This is an optimization exercise on Yosys and OpenROAD, whose aim is small area, not a production implementation.
In this exercise RTL edits were held to simulation tests only and were not proved equivalent to the original.
No activity file was given, so power comes from the tool's default toggle rates.

==> job 9210 <==
==> flow/design.v <==
module top_level_pong(
    input logic clk,
    input logic reset,
    input logic btnU,
    input logic btnL,
    input logic btnR,
    input logic btnD,
    input logic pong_en,
    input logic RsRx,
    output logic [3:0] vgaRed,
    output logic [3:0] vgaGreen,
    output logic [3:0] vgaBlue,
    output logic Vsync,
    output logic Hsync
);
logic [6:0] s;
logic [5:0] col, row;
logic [3:0] vl;
logic s_end, h_end, v_end;
assign s_end = &s[3:0];                             
assign h_end = s_end & col[5] & col[4] & col[0];    
assign v_end = row[5] & vl[3] & vl[2];              
always_ff @(posedge clk) begin
    if (reset)
        s <= 7'd0;
    else if (s_end)
        s <= 7'd1;
    else
        s <= {s[5:0], ~(s[6] ^ s[0])};
    col <= (reset | h_end) ? 6'd0 : col + {5'd0, s_end};
    {row, vl} <= (reset | (h_end & v_end)) ? 10'd0 : {row, vl} + {9'd0, h_end};
end
assign Hsync = ~(col[5] & ~col[4] & col[3] & (col[2:0] != 3'd0) & (col[2:0] != 3'd7));
assign Vsync = ~(row[4] & row[3] & row[2] & row[1] & ~row[0] & vl[3] & ~vl[2] & vl[1]);
localparam logic [16:0] U_V1 = 17'd115365;
localparam logic [16:0] U_V2 = 17'd22196;
localparam logic [16:0] UP = 17'h0AAAA;
logic        busy;
logic [16:0] us, un, un_next;
logic        drdy;
assign un = us ^ UP;
assign drdy = ~busy & un[5];
assign un_next = (reset | ~busy) ? {16'd0, RsRx} : {un[15:0], ~(un[16] ^ un[10])};
always_ff @(posedge clk) begin
    us <= un_next ^ UP;
    if (reset)
        busy <= 1'b0;
    else if (busy)
        busy <= ~((un == U_V1 && RsRx) || un == U_V2);
    else
        busy <= un[0] & ~RsRx;
end
localparam logic [14:0] T = 15'd13410;
localparam logic [14:0] CP = 15'h2AAA;
logic run, stp;
logic [14:0] bcs, lcs, rcs, bc, lc, rc;
logic ben, len, ren, bt, lt, rt, bstep, lstep, rstep;
assign bc = bcs ^ CP;
assign lc = lcs ^ CP;
assign rc = rcs ^ CP;
assign ben = run;
assign len = run & (btnU ^ btnL);
assign ren = run & (btnR ^ btnD);
assign bt = (bc == T);
assign lt = (lc == T);
assign rt = (rc == T);
assign bstep = ben & bt;
assign lstep = len & lt;
assign rstep = ren & rt;
always_ff @(posedge clk) begin
    bcs <= ((ben & ~bt) ? {bc[13:0], ~(bc[14] ^ bc[7])} : 15'd0) ^ CP;
    lcs <= ((len & ~lt) ? {lc[13:0], ~(lc[14] ^ lc[7])} : 15'd0) ^ CP;
    rcs <= ((ren & ~rt) ? {rc[13:0], ~(rc[14] ^ rc[7])} : 15'd0) ^ CP;
end
logic [5:0] bx;
logic [4:0] by;
logic [4:1] byh;
logic dx, dy;
logic bx0, bx39, gox, goy;
assign by = {byh, ~bx[0]};
assign bx0 = (bx == 6'd0);
assign bx39 = bx[5] & bx[2] & bx[1] & bx[0];
assign gox = dx ? ~bx39 : bx0;                                       
assign goy = dy ? (by == 5'd0) : ~(by[4] & by[3] & by[2] & by[0]);   
logic [5:0] tx;
logic [4:0] ty;
assign tx[0] = bstep;
assign ty[0] = bstep;
for (genvar i = 1; i < 6; i++) assign tx[i] = tx[i-1] & ~(bx[i-1] ^ gox);
for (genvar i = 1; i < 5; i++) assign ty[i] = ty[i-1] & ~(by[i-1] ^ goy);
always_ff @(posedge clk) begin
    if (reset | ~run) begin
        bx <= 6'd19;
        byh <= 4'd7;
        dx <= 1'b0;
        dy <= 1'b0;
    end else begin
        bx <= bx ^ tx;
        byh <= byh ^ ty[4:1];
        if (bstep) begin
            dx <= gox;
            dy <= ~goy;
        end
    end
end
logic [4:0] hl, hr, tl, tr;
assign tl[0] = lstep & (btnL ? ~(hl[4] & hl[2] & hl[1] & hl[0]) : (hl != 5'd0));
assign tr[0] = rstep & (btnD ? ~(hr[4] & hr[2] & hr[1] & hr[0]) : (hr != 5'd0));
for (genvar i = 1; i < 5; i++) assign tl[i] = tl[i-1] & (hl[i-1] ^ btnU);
for (genvar i = 1; i < 5; i++) assign tr[i] = tr[i-1] & (hr[i-1] ^ btnR);
always_ff @(posedge clk) begin
    hl <= reset ? 5'd0 : hl ^ tl;
    hr <= reset ? 5'd0 : hr ^ tr;
end
logic [4:0] hb;
logic [5:0] d;
logic hit, dok, miss;
assign hb = bx[5] ? hr : hl;
assign d = {1'b0, by} - {1'b0, hb};
assign dok = d[5] ? (&d[4:1]) : (~d[4] & (~d[3] | (d[2:0] == 3'd0)));
assign hit = (hb[4:1] != 4'd0) & (by[4:1] != 4'd0) & dok;
assign miss = (bx0 | bx39) & ~hit;
always_ff @(posedge clk) begin
    if (reset) begin
        run <= 1'b0;
        stp <= 1'b0;
    end else begin
        run <= run ? ~miss : (~stp & drdy);
        stp <= run & miss;
    end
end
logic valid, on_b, on_p;
logic [4:0] hp;
logic [5:0] dp;
assign valid = ~(col[5] & (col[4] | col[3])) & ~(row[5] | (row[4] & row[3] & row[2] & row[1]));
assign hp = col[5] ? hr : hl;
assign dp = {1'b0, row[4:0]} - {1'b0, hp};
assign on_b = (col == bx) && (row[4:0] == by);
assign on_p = ((col == 6'd0) | (col[5] & col[2] & col[1] & col[0])) & ~dp[5] & ~dp[4] & ~dp[3] & ~(&dp[2:0]);
logic pix;
always_ff @(posedge clk)
    pix <= valid & ~(on_b | on_p);
assign vgaRed = {4{pix}};
assign vgaBlue = {4{pix}};
assign vgaGreen = 4'h0;
endmodule
==> flow/flow/run.sh <==
#!/bin/bash
# Layout flow: the standard synthesis, then the gates between the
# registers are re-mapped for area with ABC (registers, their names and
# cell types are kept). Several ABC scripts are tried; the smallest result
# that a Yosys equivalence proof accepts replaces the synthesis netlist.
# Then the standard ORFS layout with three option changes: CTS without
# dummy loads and with clkbuf_8 buffers, buf_1 as the port buffer, and
# power recovery (downsizing of non-critical cells) after global routing.
set -euo pipefail
cd "$(dirname "$0")/.."
R=orfs/results/sky130hd/top_level_pong/base
YOSYS=yosys
if [ -x "$FLOW_HOME/../tools/install/yosys/bin/yosys" ]; then YOSYS="$FLOW_HOME/../tools/install/yosys/bin/yosys"; fi
cp "$FLOW_HOME/platforms/sky130hd/lib/sky130_fd_sc_hd__tt_025C_1v80.lib" lib.lib

bash standard.sh synth > log_1_synth.log 2>&1
cp $R/1_2_yosys.v resyn_in.v

for f in flow/abc_*.abc; do
  n=$(basename $f .abc)
  while [ "$(jobs -rp | wc -l)" -ge "${NUM_CORES:-4}" ]; do sleep 1; done
  ( RESYN_IN=resyn_in.v RESYN_OUT=resyn_$n.v RESYN_LIB=lib.lib RESYN_SCRIPT=$f \
      timeout 600 "$YOSYS" -c flow/resyn.tcl > log_2_resyn_$n.log 2>&1 || true ) &
done
wait

for f in flow/abc_*.abc; do
  n=$(basename $f .abc)
  [ -f resyn_$n.v.stat ] || continue
  if grep -q '\$lut' resyn_$n.v; then continue; fi
  a=$(grep -A400 "=== top_level_pong" resyn_$n.v.stat | grep "Chip area" | awk '{print $NF}' || true)
  [ -n "$a" ] || continue
  echo "$a $n" >> log_2_resyn_areas.txt
done

# smallest first; the first one proven equivalent is used
used=standard
if [ -f log_2_resyn_areas.txt ]; then
  for n in $(sort -g log_2_resyn_areas.txt | awk '{print $2}'); do
    cp resyn_$n.v resyn_out.v
    if "$YOSYS" -s flow/equiv.ys > log_3_equiv_$n.log 2>&1; then
      cp resyn_out.v $R/1_2_yosys.v   # make rebuilds 1_synth.odb from it
      used=$n
      break
    fi
  done
fi
echo "netlist used: $used" > log_3_equiv.result

bash standard.sh \
  'CTS_ARGS=-sink_clustering_enable -repair_clock_nets -dont_use_dummy_load -buf_list sky130_fd_sc_hd__clkbuf_8' \
  'BUFFER_PORTS_ARGS=-buffer_cell sky130_fd_sc_hd__buf_1' \
  'RECOVER_POWER=100' \
  finish > log_4_layout.log 2>&1
==> flow/flow/abc_c1.abc <==
strash
dch -f
amap
strash
dch -f
amap
strash
dch -f
amap
==> flow/flow/abc_c5.abc <==
strash
dch
amap
strash
dch
amap
==> flow/flow/abc_c6.abc <==
strash
dch -f
amap
strash
dch -f
amap
strash
dch -f
amap
strash
dch -f
amap
==> flow/flow/abc_d1.abc <==
strash
dch
amap
strash
dch
amap
strash
dch
amap
==> flow/flow/abc_d2.abc <==
strash
dch
amap
strash
dch
amap
strash
dch
amap
strash
dch
amap
==> flow/flow/abc_d3.abc <==
strash
dch
amap
strash
dch -f
amap
strash
dch
amap
==> flow/flow/abc_e4.abc <==
strash
&get -n
&dch
&nf -a -R 1000
&put
strash
dch
amap
strash
dch
amap
==> flow/flow/abc_f10.abc <==
strash
rewrite
refactor
dch
amap
strash
dch
amap
==> flow/flow/abc_f11.abc <==
strash
dch
amap
strash
dch -f
amap
==> flow/flow/abc_f2.abc <==
strash
dch
amap
strash
dch
amap
strash
dch
amap
strash
dch
amap
==> flow/flow/abc_f3.abc <==
strash
dch -f
amap
strash
dch
amap
==> flow/flow/abc_f4.abc <==
strash
balance
dch
amap
strash
dch
amap
==> flow/flow/abc_f5.abc <==
strash
drw
drf
dch
amap
strash
dch
amap
==> flow/flow/abc_f8.abc <==
strash
&get -n
&dch
&nf -a
&put
strash
dch
amap
strash
dch
amap
==> flow/flow/abc_g1.abc <==
strash
&get -n
&deepsyn -T 60
&put
dch
amap
strash
dch
amap
==> flow/flow/abc_h1.abc <==
strash
dch
amap
strash
&get -n
&deepsyn -T 60 -S 1
&put
dch
amap
==> flow/flow/abc_h2.abc <==
strash
dch
amap
strash
&get -n
&deepsyn -T 60 -S 2
&put
dch
amap
==> flow/flow/abc_h3.abc <==
strash
dch
amap
strash
&get -n
&deepsyn -T 60 -S 3
&put
dch
amap
==> flow/flow/abc_h4.abc <==
strash
dch
amap
strash
&get -n
&deepsyn -T 60 -S 4
&put
dch
amap
==> flow/flow/equiv.ys <==
# Proves that resyn_out.v computes the same register inputs and outputs as
# resyn_in.v (registers are matched by instance name).
read_liberty -ignore_miss_func lib.lib
read_verilog resyn_in.v
rename top_level_pong gold
read_verilog resyn_out.v
rename top_level_pong gate
hierarchy -check
flatten gold gate
delete t:$scopeinfo
rename -hide w:_*
opt_clean -purge
equiv_make gold gate eq
hierarchy -top eq
equiv_simple -seq 2
equiv_induct -seq 2
equiv_status -assert
==> flow/flow/resyn.tcl <==
# Re-maps the combinational logic of the standard synthesis netlist for
# area. Registers (sky130_fd_sc_hd__dfxtp_1 instances) are kept as they are,
# with their names; only the gates between them are re-mapped by ABC.
# usage: yosys -c resyn.tcl  (env: RESYN_IN, RESYN_OUT, RESYN_LIB, RESYN_SCRIPT)
yosys -import
set lib $::env(RESYN_LIB)
read_liberty -ignore_miss_func $lib
read_verilog $::env(RESYN_IN)
hierarchy -top top_level_pong
setattr -mod -set keep_hierarchy 1 sky130_fd_sc_hd__dfxtp_1
flatten
delete t:\$scopeinfo
opt -purge
select top_level_pong
abc -liberty $lib -script $::env(RESYN_SCRIPT) -dont_use sky130_fd_sc_hd__lpflow_bleeder_1 -dont_use sky130_fd_sc_hd__lpflow_clkbufkapwr_1 -dont_use sky130_fd_sc_hd__lpflow_clkbufkapwr_16 -dont_use sky130_fd_sc_hd__lpflow_clkbufkapwr_2 -dont_use sky130_fd_sc_hd__lpflow_clkbufkapwr_4 -dont_use sky130_fd_sc_hd__lpflow_clkbufkapwr_8 -dont_use sky130_fd_sc_hd__lpflow_clkinvkapwr_1 -dont_use sky130_fd_sc_hd__lpflow_clkinvkapwr_16 -dont_use sky130_fd_sc_hd__lpflow_clkinvkapwr_2 -dont_use sky130_fd_sc_hd__lpflow_clkinvkapwr_4 -dont_use sky130_fd_sc_hd__lpflow_clkinvkapwr_8 -dont_use sky130_fd_sc_hd__lpflow_decapkapwr_12 -dont_use sky130_fd_sc_hd__lpflow_decapkapwr_3 -dont_use sky130_fd_sc_hd__lpflow_decapkapwr_4 -dont_use sky130_fd_sc_hd__lpflow_decapkapwr_6 -dont_use sky130_fd_sc_hd__lpflow_decapkapwr_8 -dont_use sky130_fd_sc_hd__lpflow_inputiso0n_1 -dont_use sky130_fd_sc_hd__lpflow_inputiso0p_1 -dont_use sky130_fd_sc_hd__lpflow_inputiso1n_1 -dont_use sky130_fd_sc_hd__lpflow_inputiso1p_1 -dont_use sky130_fd_sc_hd__lpflow_inputisolatch_1 -dont_use sky130_fd_sc_hd__lpflow_isobufsrc_1 -dont_use sky130_fd_sc_hd__lpflow_isobufsrc_16 -dont_use sky130_fd_sc_hd__lpflow_isobufsrc_2 -dont_use sky130_fd_sc_hd__lpflow_isobufsrc_4 -dont_use sky130_fd_sc_hd__lpflow_isobufsrc_8 -dont_use sky130_fd_sc_hd__lpflow_isobufsrckapwr_16 -dont_use sky130_fd_sc_hd__lpflow_lsbuf_lh_hl_isowell_tap_1 -dont_use sky130_fd_sc_hd__lpflow_lsbuf_lh_hl_isowell_tap_2 -dont_use sky130_fd_sc_hd__lpflow_lsbuf_lh_hl_isowell_tap_4 -dont_use sky130_fd_sc_hd__lpflow_lsbuf_lh_isowell_4 -dont_use sky130_fd_sc_hd__lpflow_lsbuf_lh_isowell_tap_1 -dont_use sky130_fd_sc_hd__lpflow_lsbuf_lh_isowell_tap_2 -dont_use sky130_fd_sc_hd__lpflow_lsbuf_lh_isowell_tap_4 -dont_use sky130_fd_sc_hd__probe_p_8 -dont_use sky130_fd_sc_hd__probec_p_8 
select -clear
setundef -zero
splitnets
opt_clean -purge
hilomap -singleton -hicell sky130_fd_sc_hd__conb_1 HI -locell sky130_fd_sc_hd__conb_1 LO
insbuf -buf sky130_fd_sc_hd__buf_4 A X
select top_level_pong
write_verilog -noattr -nohex -nodec -selected $::env(RESYN_OUT)
tee -o $::env(RESYN_OUT).stat stat -liberty $lib
==> flow/standard.sh <==
#!/bin/bash
# synth_recipe.tcl (not shown) runs the flow's synth.tcl, then flattens the netlist and writes it again
# the make line also repeats each setting of config.mk as NAME=value (left out here)
make -C /OpenROAD-flow-scripts/flow DESIGN_CONFIG=/design/flow/config.mk WORK_HOME=/design/flow/orfs CLKGATE_MAP_FILE= SYNTH_SCRIPT=/design/flow/synth_recipe.tcl "${@:-finish}"
==> flow/config.mk <==
export PLATFORM = sky130hd
export DESIGN_NAME = top_level_pong
export DESIGN_NICKNAME = top_level_pong
export VERILOG_FILES = /design/flow/design.v
export SDC_FILE = /design/flow/constraint.sdc
export NUM_CORES = 4
export LEC_CHECK = 0
export CAP_MARGIN = 20
export CORE_MARGIN = 2
export CORE_UTILIZATION = 70
export PLACE_DENSITY = 0.8
export SLEW_MARGIN = 20
==> flow/constraint.sdc <==
create_clock -name core_clock -period 10.0 [get_ports {clk}]
set_input_delay 2.0000 -clock core_clock [delete_from_list [all_inputs] [get_ports {clk}]]
set_output_delay 2.0000 -clock core_clock [all_outputs]
set_load 0.01 [all_outputs]
==> inputs of job 2798, as changes to job 9210 <==
--- a/flow/flow/run.sh
+++ b/flow/flow/run.sh
@@ -4,7 +4,8 @@
 # cell types are kept). Several ABC scripts are tried; the smallest result
 # that a Yosys equivalence proof accepts replaces the synthesis netlist.
-# Then the standard ORFS layout with three option changes: CTS without
-# dummy loads and with clkbuf_8 buffers, buf_1 as the port buffer, and
-# power recovery (downsizing of non-critical cells) after global routing.
+# Then the standard ORFS layout with these option changes: CTS without
+# dummy loads and with buf_6 buffers, buf_1 as the port buffer, one tie
+# cell for the constant outputs (no repair_tie_fanout), and power recovery
+# (downsizing of non-critical cells) after global routing.
 set -euo pipefail
 cd "$(dirname "$0")/.."
@@ -21,5 +22,5 @@
   while [ "$(jobs -rp | wc -l)" -ge "${NUM_CORES:-4}" ]; do sleep 1; done
   ( RESYN_IN=resyn_in.v RESYN_OUT=resyn_$n.v RESYN_LIB=lib.lib RESYN_SCRIPT=$f \
-      timeout 600 "$YOSYS" -c flow/resyn.tcl > log_2_resyn_$n.log 2>&1 || true ) &
+      timeout 900 "$YOSYS" -c flow/resyn.tcl > log_2_resyn_$n.log 2>&1 || true ) &
 done
 wait
@@ -49,6 +50,7 @@
 
 bash standard.sh \
-  'CTS_ARGS=-sink_clustering_enable -repair_clock_nets -dont_use_dummy_load -buf_list sky130_fd_sc_hd__clkbuf_8' \
+  'CTS_ARGS=-sink_clustering_enable -repair_clock_nets -dont_use_dummy_load -buf_list sky130_fd_sc_hd__buf_6' \
   'BUFFER_PORTS_ARGS=-buffer_cell sky130_fd_sc_hd__buf_1' \
   'RECOVER_POWER=100' \
+  'SKIP_REPAIR_TIE_FANOUT=1' \
   finish > log_4_layout.log 2>&1
==> flow/flow/abc_0h1.abc (new file) <==
strash
dch
amap
strash
&get -n
&deepsyn -T 60 -S 1
&put
dch
amap
==> flow/flow/abc_0k1.abc (new file) <==
strash
dch
amap
strash
&get -n
&deepsyn -J 300 -T 400 -S 1
&put
dch
amap
==> flow/flow/abc_0k2.abc (new file) <==
strash
dch
amap
strash
&get -n
&deepsyn -J 300 -T 300 -S 2
&put
dch
amap
==> flow/flow/abc_0k4.abc (new file) <==
strash
dch
amap
strash
&get -n
&deepsyn -J 300 -T 400 -S 4
&put
dch
amap
==> flow/flow/abc_0k7.abc (new file) <==
strash
dch
amap
strash
&get -n
&deepsyn -J 300 -T 400 -S 7
&put
dch
amap
==> flow/flow/abc_0k8.abc (new file) <==
strash
dch
amap
strash
&get -n
&deepsyn -J 300 -T 400 -S 8
&put
dch
amap
removed: flow/flow/abc_c1.abc
removed: flow/flow/abc_d3.abc
removed: flow/flow/abc_e4.abc
removed: flow/flow/abc_f10.abc
removed: flow/flow/abc_f11.abc
removed: flow/flow/abc_f4.abc
removed: flow/flow/abc_f8.abc
removed: flow/flow/abc_g1.abc
removed: flow/flow/abc_h1.abc
removed: flow/flow/abc_h2.abc
removed: flow/flow/abc_h3.abc
removed: flow/flow/abc_h4.abc
==> results.py <==
metrics = {
    "finish": {
        "clkCellAreaFrac_pct": 2.28,
        "inverters_excl_clock": 52,
        "drive_above_1_share_pct": 1.91,
        "design_area_sq_mm": 0.00444,
    },
    "route": {
        "met1_length_microns": 3800,
    },
    "place": {
        "gp_congestion": 0.958,
    },
    "floorplanning": {
        "start_util_pct": 72.1,
    },
    "status": {
        "status": "finished clean",
    },
    "power": {
        "power_uw": 655,
    },
    "critical_path": {
        "crit_path_cell_trace": "clkbuf_1 -> clkinv_1 -> nand2_1 -> clkinv_1 -> nand2_1 -> o21a_1 -> o22ai_1",
    },
    "hold_path": {
        "hold_start": "rcs[6]",
    },
}
-- figures above: job 2798

==> results.py <==
metrics = {
    "status": {
        "status": "finished clean",
    },
    "route": {
        "met1_length_microns": 3960,
    },
    "power": {
        "power_uw": 660,
    },
    "hold_path": {
        "hold_start": "us[8]",
    },
    "place": {
        "gp_congestion": 0.842,
    },
    "floorplanning": {
        "start_util_pct": 72.5,
    },
    "finish": {
        "inverters_excl_clock": 57,
        "clkCellAreaFrac_pct": 2.75,
    },
    "critical_path": {
        "crit_path_cell_trace": "buf_1 -> clkbuf_1 -> clkinv_1 -> nand2_1 -> clkinv_1 -> nand2_1 -> o21a_1 -> o22ai_1",
    },
}
-- figures above: job 9210

==> static timing again, ports no longer ideal <==
The results above use ideal ports. As a check the final layouts listed here were re-extracted and re-timed, cells and wires unchanged. Step 1 assumes that a clkbuf_16 drives the clock port and a buf_2 every other input. Step 2 moves the port delays by t, midway between the first and last clock arrival at a register: inputs arrive t later, outputs are due t later. That takes back most of the time a late clock gives input paths. Three values: ideal, step 1, step 2; two values: the first two.
| run | shift t [ns] | setup slack, ns | hold WS [ns] | clock arrival spread, ns | worst data-port slew with drivers (ns) |
|---|---|---|---|---|---|
| job 9210 | 0.389 | 6.021 / 6.031 / 5.642 | 0.389 / 0.389 / 0.389 | 0.034 / 0.035 | 0.03 |
| job 2798 | 0.354 | 6.064 / 6.070 / 5.717 | 0.391 / 0.391 / 0.391 | 0.045 / 0.045 | 0.04 |
After both steps setup and hold are still met in every run listed. For job 9210, which loses most, drivers alone change the setup slack by +0.010 ns; drivers and shift together by -0.379 ns.
